Background: an optimization exercise with open tools, aiming at small area. Do not read the settings as production practice. Only simulation tests tie the RTL to the original design; equivalence was not proved. Power and IR drop assume default switching activity.

[flow/design.v]
module sp_sram #(
  parameter AW = 5,
  parameter DW = 36
) (
  input  wire          clk,
  input  wire          we,
  input  wire [AW-1:0] wa,
  input  wire [DW-1:0] d,
  input  wire [AW-1:0] ra_nx,    
  output wire [DW-1:0] q
);
  reg [DW-1:0] mem [0:(1<<AW)-1];
  always @(posedge clk)
    if (we)
      mem[wa] <= d;
  reg  [(1<<AW)-1:0] rsel;
  always @(posedge clk)
    rsel <= {{((1<<AW)-1){1'b0}}, 1'b1} << ra_nx;
  reg  [DW-1:0] qq;
  integer i;
  always @(*)
  begin
    qq = {DW{1'b0}};
    for (i = 0; i < (1<<AW); i = i + 1)
      qq = qq | (mem[i] & {DW{rsel[i]}});
  end
  assign q = qq;
endmodule
module mst_fifo_ctl #(
  parameter AW = 5               
) (
  input  clk,
  input  rst_n,
  input  mltcn,
  input  fiford,
  input  [1:0] fifordid,         
  input  fifowr,
  input  [1:0] fifowrid,
  output reg [3:0] fifoafull,  
  output wire [3:0] fifonempt,  
  input  [35:0] fifo_din,
  output wire [35:0] fifo_dout,
  output  wire mem_we,           
  output  wire [AW-1:0] mem_a,     
  output  wire [35:0] mem_d,	 
  input   wire [35:0] mem_q	 
  );
localparam [AW:0] AFULL_CH  = (1 << (AW-2)) - 5;  
localparam [AW:0] AFULL_ALL = (1 << AW) - 5;      
wire [1:0] ch = fifowrid;
reg [AW-1:0] wrcnt0, rdcnt0;
reg [AW:0]   fifolen0;
reg [AW-3:0] wrcnt1, wrcnt2, wrcnt3;
reg [AW-3:0] rdcnt1, rdcnt2, rdcnt3;
reg [AW-2:0] fifolen1, fifolen2, fifolen3;
reg [AW-1:0] wrcnt, rdcnt;
reg [AW:0]   fifolen;
always @(*)
  case (ch)
    2'b00: begin wrcnt = wrcnt0; rdcnt = rdcnt0; fifolen = fifolen0; end
    2'b01: begin wrcnt = {2'b00, wrcnt1}; rdcnt = {2'b00, rdcnt1}; fifolen = {2'b00, fifolen1}; end
    2'b10: begin wrcnt = {2'b00, wrcnt2}; rdcnt = {2'b00, rdcnt2}; fifolen = {2'b00, fifolen2}; end
    default: begin wrcnt = {2'b00, wrcnt3}; rdcnt = {2'b00, rdcnt3}; fifolen = {2'b00, fifolen3}; end
  endcase
assign fifonempt[0] = |fifolen0;
assign fifonempt[1] = |fifolen1;
assign fifonempt[2] = |fifolen2;
assign fifonempt[3] = |fifolen3;
wire full     = mltcn ? fifolen[AW-2] : fifolen[AW];
wire notempty = |fifolen;
assign mem_we = fifowr & (!full);
wire   mem_re = fiford & notempty;
wire [AW-1:0] wrinc = wrcnt + 1'b1;
wire [AW-1:0] rdinc = rdcnt + 1'b1;
wire [AW:0]   lennx = mem_we ? fifolen + 1'b1 : fifolen - 1'b1;
wire          lenup = mem_we | mem_re;
assign mem_a = mltcn ? {ch, mem_we ? wrcnt[AW-3:0] : rdcnt[AW-3:0]}
                     : (mem_we ? wrcnt0 : rdcnt0);
assign mem_d = fifo_din;
assign fifo_dout = mem_q;
always @(posedge clk or negedge rst_n)
  if (!rst_n)
  begin
    wrcnt0 <= {AW{1'b0}};   rdcnt0 <= {AW{1'b0}};   fifolen0 <= {(AW+1){1'b0}};
    wrcnt1 <= {(AW-2){1'b0}}; rdcnt1 <= {(AW-2){1'b0}}; fifolen1 <= {(AW-1){1'b0}};
    wrcnt2 <= {(AW-2){1'b0}}; rdcnt2 <= {(AW-2){1'b0}}; fifolen2 <= {(AW-1){1'b0}};
    wrcnt3 <= {(AW-2){1'b0}}; rdcnt3 <= {(AW-2){1'b0}}; fifolen3 <= {(AW-1){1'b0}};
  end
  else
    case (ch)
      2'b00: begin
        if (mem_we) wrcnt0 <= wrinc;
        if (mem_re) rdcnt0 <= rdinc;
        if (lenup)  fifolen0 <= lennx;
      end
      2'b01: begin
        if (mem_we) wrcnt1 <= wrinc[AW-3:0];
        if (mem_re) rdcnt1 <= rdinc[AW-3:0];
        if (lenup)  fifolen1 <= lennx[AW-2:0];
      end
      2'b10: begin
        if (mem_we) wrcnt2 <= wrinc[AW-3:0];
        if (mem_re) rdcnt2 <= rdinc[AW-3:0];
        if (lenup)  fifolen2 <= lennx[AW-2:0];
      end
      default: begin
        if (mem_we) wrcnt3 <= wrinc[AW-3:0];
        if (mem_re) rdcnt3 <= rdinc[AW-3:0];
        if (lenup)  fifolen3 <= lennx[AW-2:0];
      end
    endcase
always @ (posedge clk or negedge rst_n)
  begin
    if (!rst_n)
      fifoafull <= 4'h0;
    else if (mltcn)
      begin
      fifoafull[0] <= (fifolen0 >= AFULL_CH);
      fifoafull[1] <= (fifolen1 >= AFULL_CH);
      fifoafull[2] <= (fifolen2 >= AFULL_CH);
      fifoafull[3] <= (fifolen3 >= AFULL_CH);
      end
    else
      begin
      fifoafull[0] <= (fifolen0 >= AFULL_ALL);
      fifoafull[1] <= 1'b0;
      fifoafull[2] <= 1'b0;
      fifoafull[3] <= 1'b0;
      end
  end
endmodule
module mst_data_gen (
  input  wire        rst_n,
  input  wire        clk,
  input  wire        clr,      
  input  wire [1:0]  ch,       
  input  wire        req,      
  input  wire [31:0] q,        
  output wire [31:0] dat       
);
  reg [3:0]  rst_v;            
  assign dat = q | {32{rst_v[ch]}};
  always @ (posedge clk or negedge rst_n)
    if (!rst_n)
      rst_v <= 4'hf;
    else if (clr)
      rst_v <= 4'hf;
    else if (req)
      rst_v[ch] <= 1'b0;
endmodule
module mst_data_chk (
  input  wire        rst_n,
  input  wire        clk,
  input  wire        clr,     
  input  wire        erdis,
  input  wire [1:0]  ch,      
  input  wire        vld,     
  input  wire [31:0] rdata,
  input  wire [31:0] q,       
  output wire [31:0] exp,     
  output wire        adv,     
  output wire [3:0]  seq_err
);
  reg [3:0]  rst_v;           
  reg [3:0]  err;
  assign seq_err = err & {4{!erdis}};
  assign exp = q & {32{!rst_v[ch]}};
  wire        upd = vld & !err[ch] & !erdis;
  wire        eq  = (rdata == exp);
  assign adv = upd & eq;
  always @ (posedge clk or negedge rst_n)
    if (!rst_n)
    begin
      rst_v <= 4'hf;
      err   <= 4'h0;
    end
    else if (clr)
    begin
      rst_v <= 4'hf;
      err   <= 4'h0;
    end
    else if (upd)
    begin
      if (eq)
        rst_v[ch] <= 1'b0;
      else
        err[ch]   <= 1'b1;
    end
endmodule
module mst_pre_fet
    (
     input  wire        clk,
     input  wire        rst_n,
     input  wire        prefena,    
     input  wire        prefreq,    
     input  wire        prefmod,    
     input  wire [1:0]  prefchn,    
     output wire [3:0]  prefnempt,  
     output wire [35:0] prefdout,   
     output wire        ififord,    
     input  wire [3:0]  ifnempt,    
     input  wire [35:0] ififodat,   
     output wire        genreq,     
     input  wire [31:0] gendat      
     );
reg  [35:0] pdat [0:15];
reg  [15:0] pwf;
reg  [11:0] plen;         
reg  [7:0]  pwc;          
reg         prefwr;
wire [2:0] len  = plen[prefchn*3 +: 3];
wire [1:0] wc   = pwc[prefchn*2 +: 2];
wire       full = len[2];
assign prefnempt[0] = |plen[2:0];
assign prefnempt[1] = |plen[5:3];
assign prefnempt[2] = |plen[8:6];
assign prefnempt[3] = |plen[11:9];
wire write = prefwr & !full;
wire read  = prefreq & prefnempt[prefchn];
wire [3:0]  wa = {prefchn, wc};
wire [3:0]  ra = {prefchn, wc - len[1:0]};
wire [35:0] prefdin = prefmod ? {4'hf, gendat} : ififodat;
always @(posedge clk)
  if (write)
    pdat[wa] <= prefdin;
always @(posedge clk or negedge rst_n)
  if (!rst_n)
    pwf <= 16'h0;
  else if (write)
    pwf[wa] <= 1'b1;
wire [15:0] rsel = (16'h1 << ra) & pwf;
reg  [35:0] pout;
integer i;
always @(*)
begin
  pout = 36'h0;
  for (i = 0; i < 16; i = i + 1)
    pout = pout | (pdat[i] & {36{rsel[i]}});
end
assign prefdout = pout;
genvar g;
generate
  for (g = 0; g < 4; g = g + 1)
  begin : g_len
    wire sel = (prefchn == g);
    always @(posedge clk or negedge rst_n)
      if (!rst_n)
      begin
        plen[g*3 +: 3] <= 3'd0;
        pwc[g*2 +: 2]  <= 2'd0;
      end
      else if (sel)
      begin
        if (write)
          pwc[g*2 +: 2] <= wc + 1'b1;
        if (write & !read)
          plen[g*3 +: 3] <= len + 1'b1;
        else if (read & !write)
          plen[g*3 +: 3] <= len - 1'b1;
      end
  end
endgenerate
wire datareq = prefena && !(len[2] | (len[1] & len[0])) && (ifnempt[prefchn] | prefmod);
assign ififord = datareq && (!prefmod);
assign genreq  = datareq && prefmod;
always @(posedge clk or negedge rst_n)
  if (!rst_n)
    prefwr <= 1'b0;
  else
    prefwr <= datareq;
endmodule
module mst_fifo_fsm (
  input  rst_n,
  input  clk,
  input  txe_n,
  input  rxf_n,
  input  [31:0] idata,
  input  [3:0]  ibe,
  input  mltcn,
  input  stren,
  input  r_oob,
  input  w_oob,  
  input  [3:0] mst_rd_n,
  input  [3:0] mst_wr_n,
  output  reg [31:0] odata,
  output  reg [3:0]  obe,
  output  reg dt_oe_n,
  output  reg be_oe_n,
  output  wire siwu_n,
  output  reg wr_n,    
  output  reg rd_n,
  output  reg oe_n,
  output  [3:0] tp_debug_sig,  
  output  chk_vld,
  output  [2:0] seq_a_nx,    
  output  [31:0] chk_data,
  input	  [3:0] chk_err,  
  input  [3:0] ififoafull,  
  input  [3:0] ififonempt, 
  output  ififowr,
  output  [ 1:0] ififowrid,
  output  [35:0] ififo_wdat,
  output wire prefena,
  output wire prefreq,
  output wire prefmod,
  output wire [1:0] prefchn,
  input [ 3:0]  prefnempt, 
  input [35:0]  prefdout
);
  localparam IDLE	= 2'b00;
  localparam MDLE	= 2'b01;
  localparam MTRD	= 2'b10;
  localparam MTWR	= 2'b11;
  reg [1:0] nxt_state, cur_stap1, cur_stap2, cur_stap3, cur_stap4;
  wire [1:0] cur_state;  
  assign tp_debug_sig[3:0] 	= 4'b1010; 
  assign siwu_n		= 1'b1;
  wire [3:0] imst_rd_n;
  wire [3:0] imst_wr_n;
  reg  [3:0] mst_rd_n_p1;
  reg  [3:0] mst_wr_n_p1;
  reg  [3:0] mst_rd_n_p2;
  reg  [3:0] mst_wr_n_p2;
  reg        mst_wr_n_p3;
  reg        mst_wr_n_p4;
  wire [3:0] ibuf_ful;
  wire [3:0] ibuf_nep;
  reg  [1:0] ichannel;
  wire [3:0] remv;           
  reg  [35:0] remd [3:0];    
  reg  rxf_n_p1;
  reg  txe_n_p1; 
  reg  w_oob_p1;
  reg  w_oob_p2;
  reg  r_oob_p1;
  reg  r_oob_p2;
  reg  r_oob_p3;
  reg  w_1byte;
  reg  w_1flag; 
  assign imst_rd_n = mst_rd_n_p2;
  assign imst_wr_n = mst_wr_n_p2;
  assign ibuf_ful  = ififoafull; 
  assign ibuf_nep  = ififonempt | prefnempt | remv;
  reg [3:0] irxf_n;
  reg [3:0] itxe_n;
  always @ (posedge clk or negedge rst_n)
  begin
    if (~rst_n)
    begin 
      irxf_n	<=	4'hf;
      itxe_n 	<=	4'hf;
    end 
    else if (((cur_stap2 == IDLE) || (cur_stap2 == MDLE)) && (!txe_n) && wr_n)
      begin
        irxf_n    <= mltcn ? idata[15:12] : {3'b111,rxf_n}; 
        itxe_n    <= mltcn ? idata[11:8]  : {3'b111,txe_n}; 
      end
  end
  always @ (posedge clk or negedge rst_n)
  begin
    if (~rst_n)
      w_1byte <= 1'b0;
    else if (r_oob_p2 & (!r_oob_p3))
      w_1byte <= 1'b1;
    else if (w_1byte && (cur_stap1 == IDLE) && (cur_stap2 == MTWR))
      w_1byte <= 1'b0;
    else if (!r_oob_p2)
      w_1byte <= 1'b0; 
  end 
  always @ (posedge clk or negedge rst_n)
  begin
    if (~rst_n)
      w_1flag <= 1'b0;
    else if (!r_oob_p2) 
      w_1flag <= 1'b0;
    else if (w_1byte & (cur_stap2 == MTWR))
      w_1flag <= 1'b1;
  end 
  reg [3:0] ifsm_cond;
  wire r_oobe;
  assign r_oobe = r_oob_p2 | ((!mltcn) & (!wr_n) & (obe != 4'hF)); 
  always @ (posedge clk or negedge rst_n)
  begin
    if (~rst_n)
      ifsm_cond <= 4'h0;
    else if (!mltcn)
    begin
      ifsm_cond[0] <= (cur_stap1 == IDLE) & (!imst_rd_n[0]) & (!rxf_n)& (!ibuf_ful[0]); 
      ifsm_cond[1] <= (cur_state == MTRD) & ( imst_rd_n[0]  | (rxf_n  & (!rxf_n_p1))  | ibuf_ful[0]) ; 
      ifsm_cond[2] <= (cur_state == MDLE) & (!imst_wr_n[0]) & (!txe_n)& (ibuf_nep[0]  | stren | w_1byte) & (!w_1flag);
      ifsm_cond[3] <= (cur_stap3 == MTWR) & ( imst_wr_n[0]  | (txe_n  & (!txe_n_p1))  | r_oobe |
		                            ((!ififonempt[0]) & (!stren) & (!prefnempt[0]))) ; 
    end 
    else 
    begin 
      ifsm_cond[0] <= (!imst_rd_n[ichannel]) & (!irxf_n[ichannel])  & (!ibuf_ful[ichannel]) & (cur_stap3 == IDLE); 
      ifsm_cond[1] <= ( imst_rd_n[ichannel]  | (rxf_n & (!rxf_n_p1))|   ibuf_ful[ichannel]) & (cur_state == MTRD); 
      ifsm_cond[2] <= (!imst_wr_n[ichannel]) & (!itxe_n[ichannel])  & (ibuf_nep[ichannel] | stren) & (cur_stap3 == MDLE);
      ifsm_cond[3] <= ( imst_wr_n[ichannel]  | (rxf_n & (!rxf_n_p1))| 
			((!ififonempt[ichannel]) & (!stren) & (!prefnempt[ichannel]))) & (cur_stap3 == MTWR); 
    end 
  end 
  always @ (posedge clk, negedge rst_n)
  begin
    if (~rst_n) begin
      cur_stap1 <= IDLE;
      cur_stap2 <= IDLE;
      cur_stap3 <= IDLE;
      cur_stap4 <= IDLE;
    end
    else begin
      cur_stap1 <= cur_state;
      cur_stap2 <= cur_stap1; 
      cur_stap3 <= cur_stap2; 
      cur_stap4 <= cur_stap3; 
    end
  end
  assign cur_state = nxt_state;
  always @ (posedge clk, negedge rst_n) 
  begin
    if (~rst_n)
      nxt_state <= IDLE;
    else if (chk_err != 4'b0000)
      nxt_state <= MDLE;
    else 
      case (cur_state)
        IDLE : nxt_state <= ifsm_cond[0] ? MTRD : (((cur_stap4 == IDLE) & (cur_stap3 == IDLE)  & 
                                                 (cur_stap2 == IDLE) & (cur_stap1 == IDLE)) ? MDLE : IDLE); 
        MTRD : nxt_state <= ifsm_cond[1] ? MDLE : MTRD;
        MDLE : nxt_state <= ifsm_cond[2] ? MTWR : (((cur_stap4 == MDLE) & (cur_stap3 == MDLE)  & 
                                                 (cur_stap2 == MDLE) & (cur_stap1 == MDLE)) ? IDLE : MDLE); 
        MTWR : nxt_state <= (ifsm_cond[3] | (r_oobe & (!wr_n))) ? IDLE : MTWR; 
      endcase
  end
  wire [1:0] ichannel_nx = (!mltcn) ? 2'b00 :
                           ((cur_stap1 == IDLE) & (cur_stap2 != IDLE)) ? ichannel + 1'b1 :
                           ichannel;
  always @ (posedge clk or negedge rst_n)
  begin
    if (~rst_n)
      ichannel <= 2'b00;
    else
      ichannel <= ichannel_nx;
  end
reg  [31:0] rdata;
reg  [3:0] rbe; 
reg  rvalid;
wire [31:0] wdata;
wire [3:0] wbe; 
  always @ (posedge clk)
  begin
    if ((cur_state == MTWR) || (cur_stap1 == MTWR)) 
      if (!mltcn) 
      begin
        odata <= r_oobe ? 32'h0000_0036 : (remv[0] ? remd[0][31:0]  : wdata[31:0]);
        obe   <= r_oobe ? 4'h1          : (remv[0] ? remd[0][35:32] : wbe);
      end 
      else 
      begin 
        if ((cur_stap1 != MTWR) | (cur_stap2 != MTWR))
        begin 
          odata[31:16] <= 16'hffff; 
          odata[15:8]  <= odata[15:8];
          odata[7:0]   <= {6'b000000,ichannel} + 1'b1; 
          obe          <= 4'h1;
        end 
        else 
        begin
          odata <= remv[ichannel] ? remd[ichannel][31:0]  : wdata[31:0];
          obe   <= remv[ichannel] ? remd[ichannel][35:32] : wbe;
        end 
      end 
    else if ((cur_state == MTRD) & mltcn)
      begin 
        odata[31:16] <= 16'hffff; 
        odata[15:8]  <= odata[15:8];
        odata[7:0]   <= {6'b000000,ichannel} + 1'b1; 
        obe	     <= 4'h0;
      end  
    else if ((cur_stap2 == IDLE) | (cur_stap2 == MDLE)) 
    begin 
      odata	<= 32'hFFFF_FFFF;
      obe	<=  4'hF;
    end
  end
  always @ (posedge clk)
  begin
    rdata <= idata;
    rbe   <= ibe;
  end
  wire rvalid_nx = (cur_stap1 == MTRD) &
                   (mltcn ? !(rxf_n | wr_n) : (!(rxf_n | rd_n) & !w_oob_p2));
  always @ (posedge clk or negedge rst_n)
  begin
    if (~rst_n)
      rvalid    <= 'b0;
    else
      rvalid    <= rvalid_nx;
  end
  always @ (posedge clk or negedge rst_n)
  begin
    if (~rst_n)
    begin 
      dt_oe_n	<= 'b1;
      be_oe_n 	<= 'b1;
      wr_n	<= 'b1;     
      rd_n	<= 'b1; 
      oe_n	<= 'b1;
    end
    else
    begin  
      if ((cur_state == IDLE) || (cur_state == MDLE)) 
      begin 
        dt_oe_n	<= mltcn;  
        be_oe_n	<= 'b0;
        wr_n	<= 'b1;     
        rd_n	<= 'b1; 
        oe_n	<= 'b1;
      end
      else if (cur_state == MTRD)
        if (!mltcn) 
        begin
          dt_oe_n 	<= 'b1;
          be_oe_n 	<= 'b1;
          wr_n		<= 'b1;     
          rd_n		<= (rxf_n | oe_n) ? 1'b1 : 1'b0; 
          oe_n		<=  rxf_n         ? 1'b1 : 1'b0; 
        end
        else
        begin
          be_oe_n 	<= !(cur_stap1 == IDLE);  
          wr_n		<= (rxf_n & (!rxf_n_p1)) ? 1'b1 : ((cur_stap1 == IDLE)?  1'b0 : wr_n); 
          rd_n		<= 1'b1; 
          oe_n		<= 1'b1;  
        end
      else if (cur_state == MTWR) 
        if (!mltcn) 
        begin
      	  dt_oe_n	<= 1'b0; 
      	  be_oe_n 	<= 1'b0;
          if ((cur_stap3 == MTWR) && (cur_stap4 == MDLE)) 
            wr_n        <= 1'b0; 
          else if (((!prefnempt[0]) & (!stren)) | r_oobe | txe_n)
	    wr_n 	<= 1'b1;
      	  rd_n		<= 'b1; 
      	  oe_n		<= 'b1;
        end 
        else 
        begin 
          dt_oe_n	<= wr_n;  
          be_oe_n 	<= 1'b0;
          if (rxf_n & (!rxf_n_p1))
            wr_n	<= 1'b1;
          else if (cur_stap1 == MDLE)
            wr_n	<= 1'b0;
          else if ((!rxf_n) & (((!stren) & (!prefnempt[ichannel])) | ifsm_cond[3])) 
            wr_n	<= 1'b1;
          rd_n		<= 1'b1; 
          oe_n		<= 1'b1; 
        end 
    end 
  end
  wire readburst;
  reg  readburst_p1; 
  wire rd245;
  wire rd600; 
  wire rema600;
  assign rd245 = (!mltcn) && (!txe_n) && (prefnempt[0] | stren) && (!r_oobe) && (cur_stap3 == MTWR) 
                          && (!remv[0]) && (!mst_wr_n_p4) && prefena;  
  assign rd600 =   mltcn  && (!rxf_n) && (!wr_n) && (prefnempt[ichannel] | stren) && (cur_stap3 == MTWR); 
  assign rema600 = (!remv[ichannel]) & (cur_stap2 == MTWR) & (cur_stap3 != MTWR) & mltcn;
  assign readburst  = rd245 | rd600;
  wire rem_clr = ((cur_stap3 == MTWR) && (cur_stap4 == MDLE) && (!mltcn)) ||
                 ((cur_stap2 == MTWR) && (cur_stap3 == MDLE) && mltcn);
  wire rem_set = readburst_p1 & (mltcn ? (wr_n | rxf_n) : ((!wr_n) & txe_n));
  genvar gr;
  generate
    for (gr = 0; gr < 4; gr = gr + 1)
    begin : g_remv
      reg v;
      always @ (posedge clk or negedge rst_n)
      begin
        if (~rst_n)
          v <= 1'b0;
        else if (ichannel == gr)
        begin
          if (rem_clr)
            v <= 1'b0;
          else if (rem_set)
            v <= 1'b1;
        end
      end
      assign remv[gr] = v;
    end
  endgenerate
  always @ (posedge clk)
    if (rem_set)
      remd[ichannel] <= {obe,odata};
  always @ (posedge clk or negedge rst_n)
  begin 
    if (~rst_n) 
    begin 
      readburst_p1<= 1'b0;
      rxf_n_p1	  <= 1'b1;
      txe_n_p1	  <= 1'b1;
      w_oob_p1    <= 1'b0;
      w_oob_p2    <= 1'b0;
      r_oob_p1    <= 1'b0;
      r_oob_p2    <= 1'b0;
      r_oob_p3    <= 1'b0;
      mst_rd_n_p1 <= 4'hF;
      mst_wr_n_p1 <= 4'hF;;
      mst_rd_n_p2 <= 4'hF;
      mst_wr_n_p2 <= 4'hF;;
      mst_wr_n_p3 <= 1'b1;;
      mst_wr_n_p4 <= 1'b1;;
    end 
    else
    begin 
      readburst_p1<= readburst;
      rxf_n_p1    <= rxf_n; 
      txe_n_p1    <= txe_n; 
      w_oob_p1    <= w_oob;		
      w_oob_p2    <= w_oob_p1;
      r_oob_p1    <= r_oob;		
      r_oob_p2    <= r_oob_p1;
      r_oob_p3    <= r_oob_p2;
      mst_rd_n_p1 <= mst_rd_n;
      mst_wr_n_p1 <= mst_wr_n;
      mst_rd_n_p2 <= mst_rd_n_p1;
      mst_wr_n_p2 <= mst_wr_n_p1;
      mst_wr_n_p3 <= mst_wr_n_p2[0];
      mst_wr_n_p4 <= mst_wr_n_p3;
    end 
  end
assign chk_vld = rvalid & stren;
assign seq_a_nx = {rvalid_nx, ichannel_nx};
assign chk_data= rdata;
assign prefena = (cur_state == MTWR);
assign prefreq = readburst | rema600;
assign prefmod = stren;
assign prefchn = ichannel;
assign wdata   = prefdout[31:0];
assign wbe     = prefdout[35:32];
assign ififowr  	= rvalid & (!stren);
assign ififowrid 	= ichannel;
assign ififo_wdat 	= {rbe,rdata}; 
endmodule 
module mst_fifo_top (
  input  wire RST_N,
  input  wire MLTCN,  
  input  wire STREN,  
  input  wire ERDIS,  
  input  wire R_OOB,
  input  wire W_OOB,  
  input  wire CLK,
  input  wire [31:0] DATA_I,    
  input  wire [3:0]  BE_I,      
  output wire [31:0] DATA_O,    
  output wire [3:0]  BE_O,      
  output wire DT_OE_N,          
  output wire BE_OE_N,          
  input  wire RXF_N,     
  input  wire TXE_N,
  output wire WR_N,     
  output wire RD_N,
  output wire OE_N,
  output wire [3:0] STRER
);
  localparam AW = 5;
  wire [3:0] tp_seq_err;
  wire [3:0] tp_debug_sig;
  wire tp_siwu_n;
  assign STRER = tp_seq_err;
  wire chk_vld;
  wire [31:0] chk_data;
  wire gen_req;
  wire [31:0] gen_dat;
  wire ififord;
  wire ififowr;
  wire [1:0] ififowrid;
  wire [3:0] ififoafull;
  wire [3:0] ififonempt;
  wire [35:0] ififo_wdat;
  wire [35:0] ififo_rdat;
  wire prefena;
  wire prefreq;
  wire prefmod;
  wire[ 1:0]  prefchn;
  wire[ 3:0]  prefnempt;
  wire[35:0]  prefdout; 
  mst_fifo_fsm i1_fsm (
    .rst_n	(RST_N),
    .clk		(CLK),
    .txe_n	(TXE_N),
    .rxf_n	(RXF_N),
    .idata	(DATA_I),
    .ibe		(BE_I),
    .mltcn	(MLTCN),
    .stren	(STREN),
    .r_oob	(R_OOB),
    .w_oob	(W_OOB),
    .mst_rd_n	(4'h0),
    .mst_wr_n	(4'h0), 
    .odata	(DATA_O),
    .obe		(BE_O),
    .dt_oe_n(DT_OE_N),
    .be_oe_n(BE_OE_N),
    .siwu_n	(tp_siwu_n),
    .wr_n	(WR_N),
    .rd_n	(RD_N),
    .oe_n	(OE_N),
    .tp_debug_sig(tp_debug_sig),
    .chk_vld	(chk_vld),
    .seq_a_nx	(seq_a_nx),
    .chk_data	(chk_data),
    .chk_err	(tp_seq_err),
    .ififoafull	(ififoafull),
    .ififonempt	(ififonempt),
    .ififowr	(ififowr),
    .ififowrid	(ififowrid),
    .ififo_wdat	(ififo_wdat),
    .prefena   (prefena),
    .prefreq   (prefreq),
    .prefmod   (prefmod),
    .prefchn   (prefchn),
    .prefnempt (prefnempt),
    .prefdout  (prefdout)
  );
   mst_pre_fet i2_pref (
    .clk      (CLK),
    .rst_n    (RST_N),
    .prefena  (prefena),    
    .prefreq  (prefreq),    
    .prefmod  (prefmod),
    .prefchn  (prefchn),       
    .prefnempt(prefnempt),     
    .prefdout (prefdout),     
    .ififord  (ififord),
    .ifnempt  (ififonempt),    
    .ififodat (ififo_rdat),  
    .genreq   (gen_req),
    .gendat   (gen_dat)
     );
  wire [31:0] mem_q32;
  wire [31:0] chk_exp;
  wire        chk_adv;
  wire [AW-1:0] seq_a = {{(AW-3){1'b0}}, chk_vld, prefchn};
  wire [2:0]    seq_a_nx;
  mst_data_chk i3_chk(
    .rst_n	(RST_N),
    .clk	(CLK),
    .clr	(W_OOB),
    .erdis 	(ERDIS),
    .ch	(prefchn),
    .vld	(chk_vld),
    .rdata	(chk_data),
    .q	(mem_q32),
    .exp	(chk_exp),
    .adv	(chk_adv),
    .seq_err	(tp_seq_err)
  );
  mst_data_gen i4_gen(
    .rst_n	(RST_N),
    .clk	(CLK),
    .clr	(R_OOB),
    .ch	(prefchn),
    .req	(gen_req),
    .q	(mem_q32),
    .dat	(gen_dat)
  );
  wire [31:0] seq_nxt = (chk_vld ? chk_exp : gen_dat) + 1'b1;
  wire        seq_we  = chk_adv | gen_req;
  wire mem_w;
  wire [AW-1:0] mem_a;
  wire [35:0] mem_d;
  wire [35:0] mem_q;
  mst_fifo_ctl #(.AW(AW)) i5_ctl(
    .clk	(CLK),
    .rst_n	(RST_N),
    .mltcn	(MLTCN),
    .fiford	(ififord),
    .fifordid	(prefchn),
    .fifowr	(ififowr),
    .fifowrid	(ififowrid),
    .fifoafull	(ififoafull),
    .fifonempt	(ififonempt),
    .fifo_din	(ififo_wdat),
    .fifo_dout	(ififo_rdat),
    .mem_we	(mem_w),
    .mem_a	(mem_a),
    .mem_d	(mem_d),
    .mem_q	(mem_q)
    );
  sp_sram #(.AW(AW), .DW(36)) i6_ram (
    .clk	(CLK),
    .we		(mem_w | seq_we),
    .wa		(STREN ? seq_a : mem_a),
    .d		({mem_d[35:32], STREN ? seq_nxt : mem_d[31:0]}),
    .ra_nx	(STREN ? {{(AW-3){1'b0}}, seq_a_nx} : mem_a),
    .q		(mem_q)
  );
  assign mem_q32 = mem_q[31:0];
endmodule
[flow/flow/run.sh]
#!/bin/bash
# Own layout flow: the standard layout (standard.sh) with two changes.
#  1. Synthesis is the standard synthesis script except that the final
#     ABC technology mapping uses flow/area.abc (Yosys's default ABC mapping
#     with more area recovery, under the clock-period delay target) instead
#     of ORFS's speed script.
#     Registers are mapped by the same dfflibmap step before ABC, so their
#     names and cell types are the standard synthesis's.
#  2. Clock tree synthesis does not insert dummy loads.
#  3. Port buffers (every input and output still gets one) are the
#     smallest buffer, buf_1, instead of the resizer's pick.
# Each step's full output is in orfs/logs/ (ORFS writes one log per step);
# make's own output is in flow_make.log.
set -euo pipefail
W=$(pwd)
mkdir -p "$W/myflow"
# synthesis script: synth_recipe.tcl sourcing a copy of ORFS's synth.tcl
sed "s#^  log_cmd abc {\\*}\$abc_args#  log_cmd abc -script $W/flow/area.abc {*}[lrange \$abc_args 2 end]#" \
  "$FLOW_HOME/scripts/synth.tcl" > "$W/myflow/synth.tcl"
grep -q "log_cmd abc -script $W/flow/area.abc" "$W/myflow/synth.tcl"
sed "s#source \$::env(SCRIPTS_DIR)/synth.tcl#source $W/myflow/synth.tcl#" \
  "$W/synth_recipe.tcl" > "$W/myflow/synth_recipe.tcl"
grep -q "source $W/myflow/synth.tcl" "$W/myflow/synth_recipe.tcl"
#
CTS="-sink_clustering_enable -repair_clock_nets -dont_use_dummy_load"
CTS="$CTS -sink_clustering_size 16 -sink_clustering_max_diameter 45"
CTS="$CTS -buf_list sky130_fd_sc_hd__clkbuf_8"
bash "$W/standard.sh" "SYNTH_SCRIPT=$W/myflow/synth_recipe.tcl" "CTS_ARGS=$CTS" \
  "BUFFER_PORTS_ARGS=-buffer_cell sky130_fd_sc_hd__buf_1" finish \
  > "$W/flow_make.log" 2>&1
test -s "$W/out/final.def"
[flow/flow/area.abc]
strash
&get -n
&fraig -x
&put
scorr
dc2
dretime
strash
&get -n
&dch -f
&nf -R 1000
&put
[flow/standard.sh]
#!/bin/bash
# synth_recipe.tcl (not shown) runs the flow's synth.tcl, then flattens the netlist and writes it again
# the make line also repeats each setting of config.mk as NAME=value (left out here)
make -C /OpenROAD-flow-scripts/flow DESIGN_CONFIG=/design/flow/config.mk WORK_HOME=/design/flow/orfs CLKGATE_MAP_FILE= SYNTH_SCRIPT=/design/flow/synth_recipe.tcl "${@:-finish}"
[flow/config.mk]
export PLATFORM = sky130hd
export DESIGN_NAME = mst_fifo_top
export DESIGN_NICKNAME = mst_fifo_top
export VERILOG_FILES = /design/flow/design.v
export SDC_FILE = /design/flow/constraint.sdc
export NUM_CORES = 4
export LEC_CHECK = 0
export CAP_MARGIN = 20
export CORE_MARGIN = 2
export CORE_UTILIZATION = 65
export CTS_BUF_LIST = sky130_fd_sc_hd__clkbuf_8
export CTS_CLUSTER_DIAMETER = 45
export CTS_CLUSTER_SIZE = 16
export PLACE_DENSITY = 0.75
export SLEW_MARGIN = 20
[flow/constraint.sdc]
create_clock -name core_clock -period 10.0 [get_ports {CLK}]
set_input_delay 2.0000 -clock core_clock [delete_from_list [all_inputs] [get_ports {CLK}]]
set_output_delay 2.0000 -clock core_clock [all_outputs]
set_load 0.01 [all_outputs]
==> impl_metrics.ini, run 1 <==
[global_routing]
grt_antenna_before_repair = 6
gr-usage-all-layers_pct = 38.9
grt_first_pass_wirelength_mm = 331
grt_overflow = 0
largest_net_degree_at_the_start_of_global_routing = 72
grt_pass1_vias = 46423

[cells_and_area]
layout.cells.most_common = edfxtp_1
area.growth.synth_to_final_pct = 8.82
post_layout_nonfiller_instances = 6331
final_design_area_no_fill_mm2 = 0.0844
layout-drive-gt1-share_pct = 12.0
most-common-layout-cells = edfxtp_1 (1908), a222oi_1 (406), nand2_1 (284)
finalNetCount = 4856

[detailed_routing]
wl_per_cell_um = 37.6
routed_wirelength_mm = 238
detail-route-antenna-nets = 0
vias = 48509
drt_first_iter_violations = 9735
drt-pass1-iter-count = 10
route.detailed.drc = 0
drt-vias-per-instance = 7.66

[critical_path]
path_class = primary input to register
crit_chain = clkbuf_4 -> nand2_1 -> buf_4 -> o22ai_1 -> nand2b_1 -> nor2_1 -> or4b_1 -> or3_1 -> or3_1 -> or3_1 -> or3_1 -> or4_1 -> or3_1 -> or3_1 -> or3_1 -> or4b_1 -> xnor2_1 -> a21oi_4
cp-start-kind = primary input
worst_ep_required_ps = 10580
worstPathArrival_ps = 8860
cpMaxStageDelayCell = a21oi_4
most_used_cell_along_the_critical_path = or3_1
crit_path_end_kind = register
critical_path.max_stage_delay_ps = 630
crit_path_max_fanout = 32

[pwr]
switching_share_pct = 33.7
powerDensity_mw_per_mm2 = 269
sequentialPowerShare_pct = 53.9
clock_power_share_pct = 18.5
p_comb_share_pct = 27.7
power_report.internal_total_mw = 15.0
power_switching_mw = 7.64
p_leak_nw = 26.6
vdd_drop_max_v = 0.000199
fin_total_pwr_mw = 22.7

[logic_synthesis]
synthesis.yosys.warnings = 6
ys_ff_latch = 2123
synthesized_area_per_cell_um2 = 17.9
seq_area_frac_synth_pct = 80.4
synth_fp_nets = 4396
synth.top_cells.by_area = edfxtp_1 (74%), a222oi_1 (5.2%), dfrtp_1 (3.9%)
postSynthCellCount = 4332
number_of_flops_mapped_to_enable_cells_by_yosys = 1908
post_synth_instance_area_mm2 = 0.0776
ys_types = 63
synth_ff_type = edfxtp_1
async_flop_share_pct = 6.92
synth_top_area_cell = edfxtp_1
synth_largest_type_area_fraction_pct = 73.9

[place]
io_buffers = 89
place_hpwl_mm = 138
placedCellCount = 6144
place_congestion = 0.963
placedInstanceArea_mm2 = 0.0818

[die]
io-pin-count = 90
fp.dieArea_mm2 = 0.122
core_area_mm2 = 0.118
floorplan.die.height_um = 349
floorplan.initialDensity_pct = 65.6
die_width_um = 349
placementRows = 126

[worst_hold_path]
min-delay-path-class = register to register

[sta]
grt_setup_unrepaired = no
finalHoldViolCount = 0
finalSetupViolCount = 0
tightest_slew_ps = 1250
clock.fmax_ghz = 0.121
final_min_period_over_clock_period_pct = 82.8
timing.slew.headroom_pct = 16.0
finalWorstPathRequiredPeriod_ps = 8280
timing.clock.skew_ps = 92.8
finalSetupTns_ps = 0
slew_viol_final = 0

[clocking]
setup_buffers_after_cts = 0
tritoncts_clock_tree = built
tritoncts_num_sinks = 2123
cts.repair.resized = 0
cts_hold_buffers = 0
htree_num_levels = 4
worstSkewPairLatency_ps = 930
ctsRootBufferMaster = clkbuf_8
tritoncts.num_buffers = 180
worst_setup_hold_path_clk_slew_ps = 80
ctsLongestPathBuffers = 3

[flow_run]
cap_violations = 0

[run_status]
status = finished clean
area by class of cell:
cell class              count  area [um2]
well taps                1536        1920
repair buffers            278        1830
flip-flops and latches   2123       62400
inverters                  39         146
clock buffers             180        2480
fillers                  7289       33800
diodes                      5        12.5
multi-input cells        2170       15600
metrics by stage:
step                      hold slack [ps]  worst slack (ps)  utilization [%]
after global placement                332               785             69.1
after detailed placement              336               697             69.2
after CTS                             355              1630             71.3
final                                 355              1720             71.4
after global routing                  364              1590             71.4
after floorplan                       331               288                -
power by group through the flow:
stage	registers, mW	logic, mW	clock network (mW)
after global routing	12.3	6.61	4.46
after floorplan	12.4	3.25	0
after global placement	12.4	5.84	0
after CTS	12.2	6.03	4.18
after detailed placement	12.4	6.01	0
final	12.2	6.27	4.19
cell usage after synthesis, types with 27 or more instances:
library cell / instances
edfxtp_1: 1908
a222oi_1: 406
nand2_1: 284
nor2_1: 208
o21ai_0: 189
a22oi_1: 167
a21oi_1: 125
dfrtp_1: 120
nand3_1: 97
nand4_1: 91
dfxtp_1: 68
nor3_1: 60
xnor2_1: 44
mux4_2: 42
clkinv_1: 39
a221oi_1: 37
nand2b_1: 34
and3_1: 32
dfstp_2: 27
mux2_1: 27
registers in the layout (all words and copies together) (netlist names), 5 cells and up:
register / flops
i1_fsm.rdata: 32
i5_ctl.wrcnt0: 5
i1_fsm.remd: 144
i1_fsm.odata: 32
i6_ram.mem: 1152
i5_ctl.fifolen0: 6
i2_pref.plen: 12
i2_pref.pwc: 8
i5_ctl.rdcnt0: 5
i6_ram.rsel: 32
i2_pref.pwf: 16
i2_pref.pdat: 576
worst max-delay path, delay by kind of cell:
kind                      cells  cell delay, ps
and+or+nand+nor              13            5160
AOI/OAI and AO/OA             2             840
buffers and inverters         2             620
xor gates and xnor gates      1             190
per-layer routing:
metal | wire, um | share of wire (%) | track usage, %
met2 | 104000 | 44 | 57.3
met3 | 39900 | 17 | 11.9
met4 | 15500 | 6.5 | 21.2
met5 | 75 | 0.032 | 0
met1 | 78400 | 33 | 52.8
kinds of logic after synthesis:
logic type / share of synthesized area (%)
flip-flops: 80.4
AO/OA/AOI/OAI: 10.8
AND/OR/NAND/NOR: 5.79
multiplexers: 1.66
XOR/XNOR: 0.790
buffers and inverters: 0.189
adder cells (fa/ha/maj): 0.326
other: 0.00483
path summary, 6_finish.rpt:
kind / start / to / slack, ps / cells after the start
min in group asynchronous: RST_N / i1_fsm.w_oob_p2 / 1010 / 1
max: STREN / i6_ram.mem[30][30] / 1720 / 18
max in group asynchronous: RST_N / i5_ctl.fifolen0[1] / 7050 / 3
min reg2reg: i1_fsm.w_oob_p1 / i1_fsm.w_oob_p2 / 360 / 0
max reg2reg: i6_ram.rsel[19] / i6_ram.mem[30][30] / 1770 / 21
min: i1_fsm.w_oob_p1 / i1_fsm.w_oob_p2 / 360 / 0
==> inputs of run 2 (changes only) <==
--- a/flow/design.v
+++ b/flow/design.v
@@ -49,17 +49,16 @@
 localparam [AW:0] AFULL_ALL = (1 << AW) - 5;      
 wire [1:0] ch = fifowrid;
-reg [AW-1:0] wrcnt0, rdcnt0;
+reg [AW-1:0] wrcnt0;
 reg [AW:0]   fifolen0;
 reg [AW-3:0] wrcnt1, wrcnt2, wrcnt3;
-reg [AW-3:0] rdcnt1, rdcnt2, rdcnt3;
 reg [AW-2:0] fifolen1, fifolen2, fifolen3;
-reg [AW-1:0] wrcnt, rdcnt;
+reg [AW-1:0] wrcnt;
 reg [AW:0]   fifolen;
 always @(*)
   case (ch)
-    2'b00: begin wrcnt = wrcnt0; rdcnt = rdcnt0; fifolen = fifolen0; end
-    2'b01: begin wrcnt = {2'b00, wrcnt1}; rdcnt = {2'b00, rdcnt1}; fifolen = {2'b00, fifolen1}; end
-    2'b10: begin wrcnt = {2'b00, wrcnt2}; rdcnt = {2'b00, rdcnt2}; fifolen = {2'b00, fifolen2}; end
-    default: begin wrcnt = {2'b00, wrcnt3}; rdcnt = {2'b00, rdcnt3}; fifolen = {2'b00, fifolen3}; end
+    2'b00: begin wrcnt = wrcnt0; fifolen = fifolen0; end
+    2'b01: begin wrcnt = {2'b00, wrcnt1}; fifolen = {2'b00, fifolen1}; end
+    2'b10: begin wrcnt = {2'b00, wrcnt2}; fifolen = {2'b00, fifolen2}; end
+    default: begin wrcnt = {2'b00, wrcnt3}; fifolen = {2'b00, fifolen3}; end
   endcase
 assign fifonempt[0] = |fifolen0;
@@ -72,9 +71,9 @@
 wire   mem_re = fiford & notempty;
 wire [AW-1:0] wrinc = wrcnt + 1'b1;
-wire [AW-1:0] rdinc = rdcnt + 1'b1;
+wire [AW-1:0] rdcnt = wrcnt - fifolen[AW-1:0];
 wire [AW:0]   lennx = mem_we ? fifolen + 1'b1 : fifolen - 1'b1;
 wire          lenup = mem_we | mem_re;
 assign mem_a = mltcn ? {ch, mem_we ? wrcnt[AW-3:0] : rdcnt[AW-3:0]}
-                     : (mem_we ? wrcnt0 : rdcnt0);
+                     : (mem_we ? wrcnt0 : rdcnt);
 assign mem_d = fifo_din;
 assign fifo_dout = mem_q;
@@ -82,8 +81,8 @@
   if (!rst_n)
   begin
-    wrcnt0 <= {AW{1'b0}};   rdcnt0 <= {AW{1'b0}};   fifolen0 <= {(AW+1){1'b0}};
-    wrcnt1 <= {(AW-2){1'b0}}; rdcnt1 <= {(AW-2){1'b0}}; fifolen1 <= {(AW-1){1'b0}};
-    wrcnt2 <= {(AW-2){1'b0}}; rdcnt2 <= {(AW-2){1'b0}}; fifolen2 <= {(AW-1){1'b0}};
-    wrcnt3 <= {(AW-2){1'b0}}; rdcnt3 <= {(AW-2){1'b0}}; fifolen3 <= {(AW-1){1'b0}};
+    wrcnt0 <= {AW{1'b0}};     fifolen0 <= {(AW+1){1'b0}};
+    wrcnt1 <= {(AW-2){1'b0}}; fifolen1 <= {(AW-1){1'b0}};
+    wrcnt2 <= {(AW-2){1'b0}}; fifolen2 <= {(AW-1){1'b0}};
+    wrcnt3 <= {(AW-2){1'b0}}; fifolen3 <= {(AW-1){1'b0}};
   end
   else
@@ -91,20 +90,16 @@
       2'b00: begin
         if (mem_we) wrcnt0 <= wrinc;
-        if (mem_re) rdcnt0 <= rdinc;
         if (lenup)  fifolen0 <= lennx;
       end
       2'b01: begin
         if (mem_we) wrcnt1 <= wrinc[AW-3:0];
-        if (mem_re) rdcnt1 <= rdinc[AW-3:0];
         if (lenup)  fifolen1 <= lennx[AW-2:0];
       end
       2'b10: begin
         if (mem_we) wrcnt2 <= wrinc[AW-3:0];
-        if (mem_re) rdcnt2 <= rdinc[AW-3:0];
         if (lenup)  fifolen2 <= lennx[AW-2:0];
       end
       default: begin
         if (mem_we) wrcnt3 <= wrinc[AW-3:0];
-        if (mem_re) rdcnt3 <= rdinc[AW-3:0];
         if (lenup)  fifolen3 <= lennx[AW-2:0];
       end
@@ -386,9 +381,9 @@
     else if (!mltcn)
     begin
-      ifsm_cond[0] <= (cur_stap1 == IDLE) & (!imst_rd_n[0]) & (!rxf_n)& (!ibuf_ful[0]); 
-      ifsm_cond[1] <= (cur_state == MTRD) & ( imst_rd_n[0]  | (rxf_n  & (!rxf_n_p1))  | ibuf_ful[0]) ; 
-      ifsm_cond[2] <= (cur_state == MDLE) & (!imst_wr_n[0]) & (!txe_n)& (ibuf_nep[0]  | stren | w_1byte) & (!w_1flag);
+      ifsm_cond[0] <= (cur_stap1 == IDLE) & (!imst_rd_n[0]) & (!rxf_n)& (!ibuf_ful[ichannel]); 
+      ifsm_cond[1] <= (cur_state == MTRD) & ( imst_rd_n[0]  | (rxf_n  & (!rxf_n_p1))  | ibuf_ful[ichannel]) ; 
+      ifsm_cond[2] <= (cur_state == MDLE) & (!imst_wr_n[0]) & (!txe_n)& (ibuf_nep[ichannel]  | stren | w_1byte) & (!w_1flag);
       ifsm_cond[3] <= (cur_stap3 == MTWR) & ( imst_wr_n[0]  | (txe_n  & (!txe_n_p1))  | r_oobe |
-		                            ((!ififonempt[0]) & (!stren) & (!prefnempt[0]))) ; 
+		                            ((!ififonempt[ichannel]) & (!stren) & (!prefnempt[ichannel]))) ; 
     end 
     else 
@@ -453,6 +448,6 @@
       if (!mltcn) 
       begin
-        odata <= r_oobe ? 32'h0000_0036 : (remv[0] ? remd[0][31:0]  : wdata[31:0]);
-        obe   <= r_oobe ? 4'h1          : (remv[0] ? remd[0][35:32] : wbe);
+        odata <= r_oobe ? 32'h0000_0036 : (remv[ichannel] ? remd[ichannel][31:0]  : wdata[31:0]);
+        obe   <= r_oobe ? 4'h1          : (remv[ichannel] ? remd[ichannel][35:32] : wbe);
       end 
       else 
@@ -541,5 +536,5 @@
           if ((cur_stap3 == MTWR) && (cur_stap4 == MDLE)) 
             wr_n        <= 1'b0; 
-          else if (((!prefnempt[0]) & (!stren)) | r_oobe | txe_n)
+          else if (((!prefnempt[ichannel]) & (!stren)) | r_oobe | txe_n)
 	    wr_n 	<= 1'b1;
       	  rd_n		<= 'b1; 
@@ -566,6 +561,6 @@
   wire rd600; 
   wire rema600;
-  assign rd245 = (!mltcn) && (!txe_n) && (prefnempt[0] | stren) && (!r_oobe) && (cur_stap3 == MTWR) 
-                          && (!remv[0]) && (!mst_wr_n_p4) && prefena;  
+  assign rd245 = (!mltcn) && (!txe_n) && (prefnempt[ichannel] | stren) && (!r_oobe) && (cur_stap3 == MTWR) 
+                          && (!remv[ichannel]) && (!mst_wr_n_p4) && prefena;  
   assign rd600 =   mltcn  && (!rxf_n) && (!wr_n) && (prefnempt[ichannel] | stren) && (cur_stap3 == MTWR); 
   assign rema600 = (!remv[ichannel]) & (cur_stap2 == MTWR) & (cur_stap3 != MTWR) & mltcn;
--- a/flow/config.mk
+++ b/flow/config.mk
@@ -6,5 +6,5 @@
 export NUM_CORES = 4
 export LEC_CHECK = 0
-export CAP_MARGIN = 20
+export CAP_MARGIN = 10
 export CORE_MARGIN = 2
 export CORE_UTILIZATION = 65
@@ -13,3 +13,3 @@
 export CTS_CLUSTER_SIZE = 16
 export PLACE_DENSITY = 0.75
-export SLEW_MARGIN = 20
+export SLEW_MARGIN = 10
==> run 2 against run 1 <==
Compared with the run above: still clean; clock skew grew 5.1 ps; non-clock buffer count fell by 33; core utilization fell by 0.29 points; first-iteration DRC count increased by 1.1%; sequential power about the same; sequential cell count decreased by 14; final cell count is 3.9% lower; setup slack worse by 30 ps; via count shrank 4.0%; critical path depth rose by 5; critical path type is now register to register.
==> impl_metrics.ini, run 2 <==
[run_status]
status = finished clean

[pwr]
power_switching_mw = 8.41
p_comb_share_pct = 30.5
clock_power_share_pct = 17.3
switching_share_pct = 35.2
power_report.internal_total_mw = 15.5
vdd_drop_max_v = 0.000190
powerDensity_mw_per_mm2 = 289
p_leak_nw = 26.0
sequentialPowerShare_pct = 52.2

[die]
floorplan.initialDensity_pct = 65.6
placementRows = 125
die_width_um = 347
io-pin-count = 90
core_area_mm2 = 0.116
fp.dieArea_mm2 = 0.120
floorplan.die.height_um = 347

[sta]
finalSetupTns_ps = 0
finalHoldViolCount = 0
grt_setup_unrepaired = no
final_min_period_over_clock_period_pct = 83.1
timing.clock.skew_ps = 97.9
finalSetupViolCount = 0
clock.fmax_ghz = 0.120
tightest_slew_ps = 1280
finalWorstPathRequiredPeriod_ps = 8310
final.setup.worst_slack_ps = 1690
slew_viol_final = 0
timing.slew.headroom_pct = 14.4

[clocking]
tritoncts_num_sinks = 2109
cts.repair.resized = 0
setup_buffers_after_cts = 0
tritoncts.num_buffers = 176
cts_hold_buffers = 0
worstSkewPairLatency_ps = 960
ctsLongestPathBuffers = 3
ctsRootBufferMaster = clkbuf_8
worst_setup_hold_path_clk_slew_ps = 90
tritoncts_clock_tree = built
htree_num_levels = 4

[detailed_routing]
vias = 46587
drt_first_iter_violations = 9839
wl_per_cell_um = 37.4
routed_wirelength_mm = 228
drt-pass1-iter-count = 13
route.detailed.drc = 0
detail-route-antenna-nets = 0
drt-vias-per-instance = 7.66

[place]
io_buffers = 89
place_congestion = 0.966
place_hpwl_mm = 129
dpl_worst_slack_ps = 1110

[global_routing]
grt_pass1_vias = 44731
gr-usage-all-layers_pct = 37.7
largest_net_degree_at_the_start_of_global_routing = 68
grt_first_pass_wirelength_mm = 319
grt_overflow = 0
grt_antenna_before_repair = 6

[cells_and_area]
area.growth.synth_to_final_pct = 8.33
utilization_pct = 71.1
largest_register_ffs = 1152
finalNetCount = 4624
largest_reg_by_ff_count = i6_ram.mem
layout.cells.most_common = edfxtp_1
most-common-layout-cells = edfxtp_1 (1908), a222oi_1 (406), nand2_1 (216)
layout-drive-gt1-share_pct = 11.6
layout_top_registers = i6_ram.mem: 1152 flops, i2_pref.pdat: 576 flops, i1_fsm.remd: 144 flops

[flow_run]
cap_violations = 0

[critical_path]
worstReg2RegStart = i6_ram.rsel[9]
timing.rr.end = i6_ram.mem[20][30]
cp-start-kind = register
worstPathArrival_ps = 8860
timing.reg2reg.worst_path_depth = 23
crit_path_max_fanout = 32
path_class = register to register
worst_ep_required_ps = 10550
crit_path_end_kind = register
reg2reg_slack_ps = 1690

[logic_synthesis]
yosys.area_share.adder_pct = 0.406
ys_ff_latch = 2109
synth-xor-area-share_pct = 0.757
post_synth_instance_area_mm2 = 0.0764
seq_area_frac_synth_pct = 81.2
synth_largest_type_area_fraction_pct = 75.0
number_of_flops_mapped_to_enable_cells_by_yosys = 1908
ys_top_cells_by_count = edfxtp_1 (1908), a222oi_1 (406), nor2_1 (223), nand2_1 (216), a22oi_1 (160)
ys_types = 59
yosys.area_share.simple_pct = 5.31
synth_top_area_cell = edfxtp_1
synthMuxAreaShare_pct = 1.76
synthesized_area_per_cell_um2 = 18.5
synth_ff_type = edfxtp_1
synthesis.yosys.warnings = 6
largest_family_of_logic_cells_by_synthesized_area = compound AO/OA/AOI/OAI gates
count_leader_synth = edfxtp_1
synth.top_cells.by_area = edfxtp_1 (75%), a222oi_1 (5.3%), dfrtp_1 (3.5%)
synth_compound_gate_area_share_pct = 10.4
async_flop_share_pct = 6.31
synth_fp_nets = 4201
postSynthCellCount = 4133

[worst_hold_path]
hold_end = i1_fsm.r_oob_p2
min-delay-path-class = register to register
holdPathStages = 0
timing.hold.worst.start = i1_fsm.r_oob_p1
## run 2: cell count changes in the layout (fill, tap and decap cells not counted), sizes merged, moves of 11 or more
cell	change
a21oi	-20
buf	-33
o211ai	-13
o21ai	-56
nor3	-32
o22ai	+14
nand2	-68
nor4	-11
a221oi	+24
dfrtp	-14
nor2	+15
nand3	-15
## run 2: through the flow
step / cells / hold WS, ps / power (mW) / cell area, um2
6_report: 6084 / 355 / 23.9 / 82700
4_1_cts: 6078 / 356 / 23.5 / 82700
5_1_grt: 6079 / 362 / 24.6 / 82700
2_1_floorplan: 4133 / 331 / 16.3 / 76400
3_3_place_gp: 5902 / 331 / 19.4 / 80200
3_5_place_dp: 5902 / 335 / 19.6 / 80200
## run 2: logic make-up (layout without fill, tap and decap cells)
kind of cell | count (synthesis) | count (layout)
mux | 76 | 76
buf+inv | 30 | 451
compound gates | 990 | 990
fa+ha+maj | 23 | 23
simple gates | 838 | 838
other cells | 1 | 7
xor+xnor | 66 | 66
flops | 2109 | 2109
## run 2: critical path: stages (launching register included)
cell and delay (ps):
dfxtp_2 1080, a22o_1 280, a221oi_1 50, nand4_1 180, or3_1 300, nor2b_1 240, o22ai_1 150, clkinv_1 80
ha_1 180, nand2b_1 90, nor2_1 170, nand3b_1 140, or3_1 430, or3_1 400, or2_0 260, or3_1 410
or2_0 270, or3_1 390, or3_1 430, or3_1 370, or3_1 420, or4_1 560, xnor2_1 170, a21oi_2 880
## run 2: metal layers
layer	global-route usage [%]	part of all wire (%)	up-vias
li1	-	-	18426
met1	49.4	32	22892
met2	58.4	46	4356
met3	10.6	16	905
met4	19.4	6.3	8
met5	0	0.020	-
## run 2: how the worst max path moves through the flow
stage | start | to | depth (start not counted)
after global placement | STREN | i6_ram.mem[13][30] | 22
final | i6_ram.rsel[9] | i6_ram.mem[20][30] | 23
after detailed placement | STREN | i6_ram.mem[8][30] | 22
after CTS | i1_fsm.ichannel[0] | i6_ram.mem[20][30] | 21
after floorplan | i1_fsm.ichannel[0] | i6_ram.mem[0][30] | 20
after global routing | i1_fsm.ichannel[0] | i6_ram.mem[20][30] | 21
## run 2: power by group through the flow
stage | logic (mW) | registers [mW] | clock network (mW)
floorplan | 3.71 | 12.6 | 0
global placement | 6.76 | 12.6 | 0
detailed placement | 6.93 | 12.6 | 0
CTS | 6.96 | 12.4 | 4.13
global route | 7.65 | 12.5 | 4.43
finish | 7.29 | 12.5 | 4.13
## run 2: cell type report
| class | count | area, um2 |
|---|---|---|
| Antenna cell | 6 | 15.0 |
| Clock buffer | 176 | 2420 |
| Fill cell | 7065 | 33600 |
| Inverter | 30 | 113 |
| Multi-Input combinational cell | 1994 | 14700 |
| Sequential cell | 2109 | 62100 |
| Tap cell | 1524 | 1910 |
| Timing Repair Buffer | 245 | 1510 |
==> inputs of run 3 (changes only) <==
--- a/flow/design.v
+++ b/flow/design.v
@@ -191,4 +191,5 @@
      input  wire        prefmod,    
      input  wire [1:0]  prefchn,    
+     input  wire        prefmask,   
      output wire [3:0]  prefnempt,  
      output wire [35:0] prefdout,   
@@ -200,5 +201,5 @@
      );
 reg  [35:0] pdat [0:15];
-reg  [15:0] pwf;
+wire [3:0]  pwrap;        
 reg  [11:0] plen;         
 reg  [7:0]  pwc;          
@@ -219,10 +220,23 @@
   if (write)
     pdat[wa] <= prefdin;
-always @(posedge clk or negedge rst_n)
-  if (!rst_n)
-    pwf <= 16'h0;
-  else if (write)
-    pwf[wa] <= 1'b1;
-wire [15:0] rsel = (16'h1 << ra) & pwf;
+wire [15:0] pwf;
+genvar gw, gk;
+generate
+  for (gw = 0; gw < 4; gw = gw + 1)
+  begin : g_pwf
+    reg wrapped;
+    always @(posedge clk or negedge rst_n)
+      if (!rst_n)
+        wrapped <= 1'b0;
+      else if (write & (wc == 2'd3) & (prefchn == gw))
+        wrapped <= 1'b1;
+    assign pwrap[gw] = wrapped;
+    for (gk = 0; gk < 4; gk = gk + 1)
+    begin : g_k
+      assign pwf[gw*4 + gk] = pwrap[gw] | (pwc[gw*2 +: 2] > gk);
+    end
+  end
+endgenerate
+wire [15:0] rsel = (16'h1 << ra) & pwf & {16{!prefmask}};
 reg  [35:0] pout;
 integer i;
@@ -301,5 +315,6 @@
   output wire [1:0] prefchn,
   input [ 3:0]  prefnempt, 
-  input [35:0]  prefdout
+  input [35:0]  prefdout,     
+  output        prefmask      
 );
   localparam IDLE	= 2'b00;
@@ -443,4 +458,13 @@
 wire [31:0] wdata;
 wire [3:0] wbe; 
+  assign prefmask = remv[ichannel];
+  reg [35:0] wsel;
+  integer k;
+  always @(*)
+  begin
+    wsel = {wbe, wdata};
+    for (k = 0; k < 4; k = k + 1)
+      wsel = wsel | (remd[k] & {36{remv[k] & (ichannel == k)}});
+  end
   always @ (posedge clk)
   begin
@@ -448,6 +472,6 @@
       if (!mltcn) 
       begin
-        odata <= r_oobe ? 32'h0000_0036 : (remv[ichannel] ? remd[ichannel][31:0]  : wdata[31:0]);
-        obe   <= r_oobe ? 4'h1          : (remv[ichannel] ? remd[ichannel][35:32] : wbe);
+        odata <= r_oobe ? 32'h0000_0036 : wsel[31:0];
+        obe   <= r_oobe ? 4'h1          : wsel[35:32];
       end 
       else 
@@ -462,6 +486,6 @@
         else 
         begin
-          odata <= remv[ichannel] ? remd[ichannel][31:0]  : wdata[31:0];
-          obe   <= remv[ichannel] ? remd[ichannel][35:32] : wbe;
+          odata <= wsel[31:0];
+          obe   <= wsel[35:32];
         end 
       end 
@@ -684,5 +708,6 @@
   wire[ 1:0]  prefchn;
   wire[ 3:0]  prefnempt;
-  wire[35:0]  prefdout; 
+  wire[35:0]  prefdout;
+  wire        prefmask;
   mst_fifo_fsm i1_fsm (
     .rst_n	(RST_N),
@@ -721,5 +746,6 @@
     .prefchn   (prefchn),
     .prefnempt (prefnempt),
-    .prefdout  (prefdout)
+    .prefdout  (prefdout),
+    .prefmask  (prefmask)
   );
    mst_pre_fet i2_pref (
@@ -729,5 +755,6 @@
     .prefreq  (prefreq),    
     .prefmod  (prefmod),
-    .prefchn  (prefchn),       
+    .prefchn  (prefchn),
+    .prefmask (prefmask),
     .prefnempt(prefnempt),     
     .prefdout (prefdout),     
--- a/flow/config.mk
+++ b/flow/config.mk
@@ -6,5 +6,5 @@
 export NUM_CORES = 4
 export LEC_CHECK = 0
-export CAP_MARGIN = 10
+export CAP_MARGIN = 20
 export CORE_MARGIN = 2
 export CORE_UTILIZATION = 65
@@ -13,3 +13,3 @@
 export CTS_CLUSTER_SIZE = 16
 export PLACE_DENSITY = 0.75
-export SLEW_MARGIN = 10
+export SLEW_MARGIN = 20
==> run 3 against run 2 <==
Compared with the run above: clock skew increased by 1.3 ps; sequential power decreased by 5%; critical path type unchanged; die area decreased by 1.0%; register-to-register slack improved by 580 ps; hold slack got worse by 4.4 ps; cell area decreased by 0.75%; largest power group unchanged; synthesized cell count unchanged; final cell count increased by 0.16%; largest cell class unchanged; non-clock buffer count increased by 12; sequential share of layout area increased by 0.20 points.
==> impl_metrics.ini, run 3 <==
[cells_and_area]
most-common-layout-cells = edfxtp_1 (1908), a222oi_1 (433), nand2_1 (276)
layout.cells.most_common = edfxtp_1
area.growth.synth_to_final_pct = 8.61
post_layout_nonfiller_instances = 6094
finalNetCount = 4634
largest_reg_by_ff_count = i6_ram.mem
layout_top_registers = i6_ram.mem: 1152 flops, i2_pref.pdat: 576 flops, i1_fsm.remd: 144 flops
largest_register_ffs = 1152
layout-drive-gt1-share_pct = 11.1

[logic_synthesis]
postSynthCellCount = 4133
seq_area_frac_synth_pct = 81.6
post_synth_instance_area_mm2 = 0.0756
synth_fp_nets = 4201
async_flop_share_pct = 5.77
synthesized_area_per_cell_um2 = 18.3
synth.top_cells.by_area = edfxtp_1 (76%), a222oi_1 (5.7%), dfrtp_1 (3.1%)
synthesis.yosys.warnings = 6
ys_top_cells_by_count = edfxtp_1 (1908), a222oi_1 (433), nand2_1 (276), nor2_1 (176), a22oi_1 (156)
synth_top_area_cell = edfxtp_1
ys_ff_latch = 2097
number_of_flops_mapped_to_enable_cells_by_yosys = 1908
ys_types = 61
synth_largest_type_area_fraction_pct = 75.8
count_leader_synth = edfxtp_1
synth_ff_type = edfxtp_1

[detailed_routing]
routed_wirelength_mm = 230
drt_first_iter_violations = 10013
drt-pass1-iter-count = 11
vias = 46798
route.detailed.drc = 0
detail-route-antenna-nets = 0
drt-vias-per-instance = 7.68
wl_per_cell_um = 37.7

[clocking]
cts_hold_buffers = 0
worstSkewPairLatency_ps = 930
worst_setup_hold_path_clk_slew_ps = 80
cts.repair.resized = 0
tritoncts_clock_tree = built
tritoncts_num_sinks = 2097
ctsLongestPathBuffers = 3
setup_buffers_after_cts = 0
ctsRootBufferMaster = clkbuf_8
tritoncts.num_buffers = 174
htree_num_levels = 4

[sta]
timing.clock.skew_ps = 99.2
finalHoldViolCount = 0
final.setup.worst_slack_ps = 2270
tightest_slew_ps = 1210
timing.slew.headroom_pct = 18.5
finalHoldWorstSlack_ps = 351
clock.fmax_ghz = 0.129
finalSetupTns_ps = 0
grt_setup_unrepaired = no
finalWorstPathRequiredPeriod_ps = 7730
slew_viol_final = 0
finalSetupViolCount = 0
final_min_period_over_clock_period_pct = 77.3

[pwr]
fin_total_pwr_mw = 21.8
vdd_drop_max_v = 0.000186
powerDensity_mw_per_mm2 = 265
p_leak_nw = 25.8

[critical_path]
reg2reg_slack_ps = 2270
crit_path_end_kind = register
path_class = register to register
timing.reg2reg.worst_path_depth = 23
worstPathArrival_ps = 8350
cp-start-kind = register
timing.rr.end = i6_ram.mem[20][28]
worst_ep_required_ps = 10610
worstReg2RegStart = i6_ram.rsel[2]
crit_path_max_fanout = 32

[place]
place_hpwl_mm = 130
io_buffers = 89
place_congestion = 0.951
dpl_worst_slack_ps = 1740
placedCellCount = 5913

[die]
die_width_um = 345
fp.dieArea_mm2 = 0.119
placementRows = 125
floorplan.die.height_um = 345
core_area_mm2 = 0.116
floorplan.initialDensity_pct = 65.3
io-pin-count = 90

[worst_hold_path]
min-delay-path-class = register to register
hold_end = i1_fsm.r_oob_p2
timing.hold.worst.start = i1_fsm.r_oob_p1
holdPathStages = 0

[global_routing]
grt_pass1_vias = 44996
grt_antenna_before_repair = 12
gr-usage-all-layers_pct = 38.3
largest_net_degree_at_the_start_of_global_routing = 86
grt_first_pass_wirelength_mm = 323
grt_overflow = 0

[flow_run]
cap_violations = 0

[run_status]
status = finished clean
-- run 3: cell types whose count changed in the layout (fill, tap and decap cells not counted), sizes merged, moves of 10 or more --
cell	previous run	this run
mux4	44	8
dfrtp	106	94
nand2b	33	43
o21ai	133	113
nor2	223	176
buf	242	254
a222oi	406	433
and3	25	3
a21o	24	10
nand2	216	276
nor3	28	60
-- run 3: worst max-delay path: stages, from the launching register on --
cell and delay [ps]:
dfxtp_2 980, buf_4 470, a222oi_1 180, nand2_1 100
a221oi_1 60, nand4_1 180, nor3_1 130, or2_0 270
a32o_1 310, nor2_1 120, nor4b_1 370, nand2b_1 150
or2_0 260, nand2b_1 180, or2_0 260, or3_1 400
or2_0 300, or3_1 410, or3_1 440, or3_1 480
nor3_1 450, nand2_1 130, xnor2_1 200, a21oi_4 620
-- run 3: worst max-delay path by stage --
| stage | start | end | slack [ps] | cells after the start |
|---|---|---|---|---|
| final | i6_ram.rsel[2] | i6_ram.mem[20][28] | 2270 | 23 |
| after detailed placement | STREN | i6_ram.mem[24][28] | 1740 | 18 |
| after global routing | i6_ram.rsel[2] | i6_ram.mem[6][28] | 2100 | 23 |
| after global placement | STREN | i6_ram.mem[31][28] | 1750 | 18 |
| after CTS | i6_ram.rsel[2] | i6_ram.mem[19][28] | 2290 | 23 |
| after floorplan | STREN | i6_ram.mem[0][28] | 2350 | 19 |
-- run 3: layout make-up --
type / instances / area [um2]
Multi-Input combinational cell: 1998 / 14300
Sequential cell: 2097 / 61800
Antenna cell: 6 / 15.0
Inverter: 38 / 143
Timing Repair Buffer: 257 / 1630
Fill cell: 7056 / 33600
Clock buffer: 174 / 2390
Tap cell: 1524 / 1910
-- run 3: through the flow --
stage | util [%] | instance area [um2]
finish | 70.9 | 82100
detailed placement | 68.8 | 79600
global placement | 68.8 | 79600
CTS | 70.9 | 82000
floorplan | - | 75600
global route | 70.9 | 82100
-- run 3: kinds of logic after synthesis --
group | count (synthesis) | share of synthesized area [%]
flip-flops | 2097 | 81.6
XOR/XNOR | 63 | 0.730
AO/OA/AOI/OAI | 977 | 10.6
AND/OR/NAND/NOR | 892 | 5.72
other | 1 | 0.00496
multiplexers | 42 | 0.733
buffers and inverters | 38 | 0.189
adder cells (fa/ha/maj) | 23 | 0.410
-- run 3: per-layer routing --
layer	routed length (um)	share of wire [%]	up-vias	track usage, %
li1	-	-	18450	-
met1	73900	32	22983	50.3
met2	104000	45	4433	59.0
met3	36500	16	918	11.1
met4	14700	6.4	14	20.1
met5	112	0.049	-	0
-- run 3: where the power goes --
part	switching (mW)	internal (mW)	leakage, nW	total, mW
registers	0.348	11.6	19.1	11.9
clock network	2.53	1.55	1.25	4.08
logic	4.32	1.43	5.40	5.74

==> static timing again, ports no longer ideal <==
The flow's constraints put no driver on any port. The routed layouts listed below were extracted and timed again, unchanged, in two steps. Step 1: set_driving_cell puts a clkbuf_16 on CLK and a buf_2 on each other input, an assumption about the parent block. Step 2 moves the port delays by t, midway between the first and last clock arrival at a register: inputs arrive t later, outputs are due t later. That takes back most of the time a late clock gives input paths. Three values: no drivers, after step 1, after step 2; two values: the first two.
run | t (ns) | setup WS [ns] | clock arrival spread, ns | slew at the worst register clock pin (ns)
run 1 | 0.960 | 1.722 / 1.769 / 0.822 | 0.093 / 0.092 | 0.10 / 0.10
run 2 | 0.976 | 1.692 / 1.692 / 0.862 | 0.121 / 0.121 | 0.10 / 0.10
run 3 | 0.955 | 2.268 / 2.268 / 1.761 | 0.103 / 0.103 | 0.10 / 0.10
After both steps every run listed still meets setup and hold. The setup slack of run 1, which loses most, moves by +0.047 ns with the drivers and by -0.900 ns with both steps.
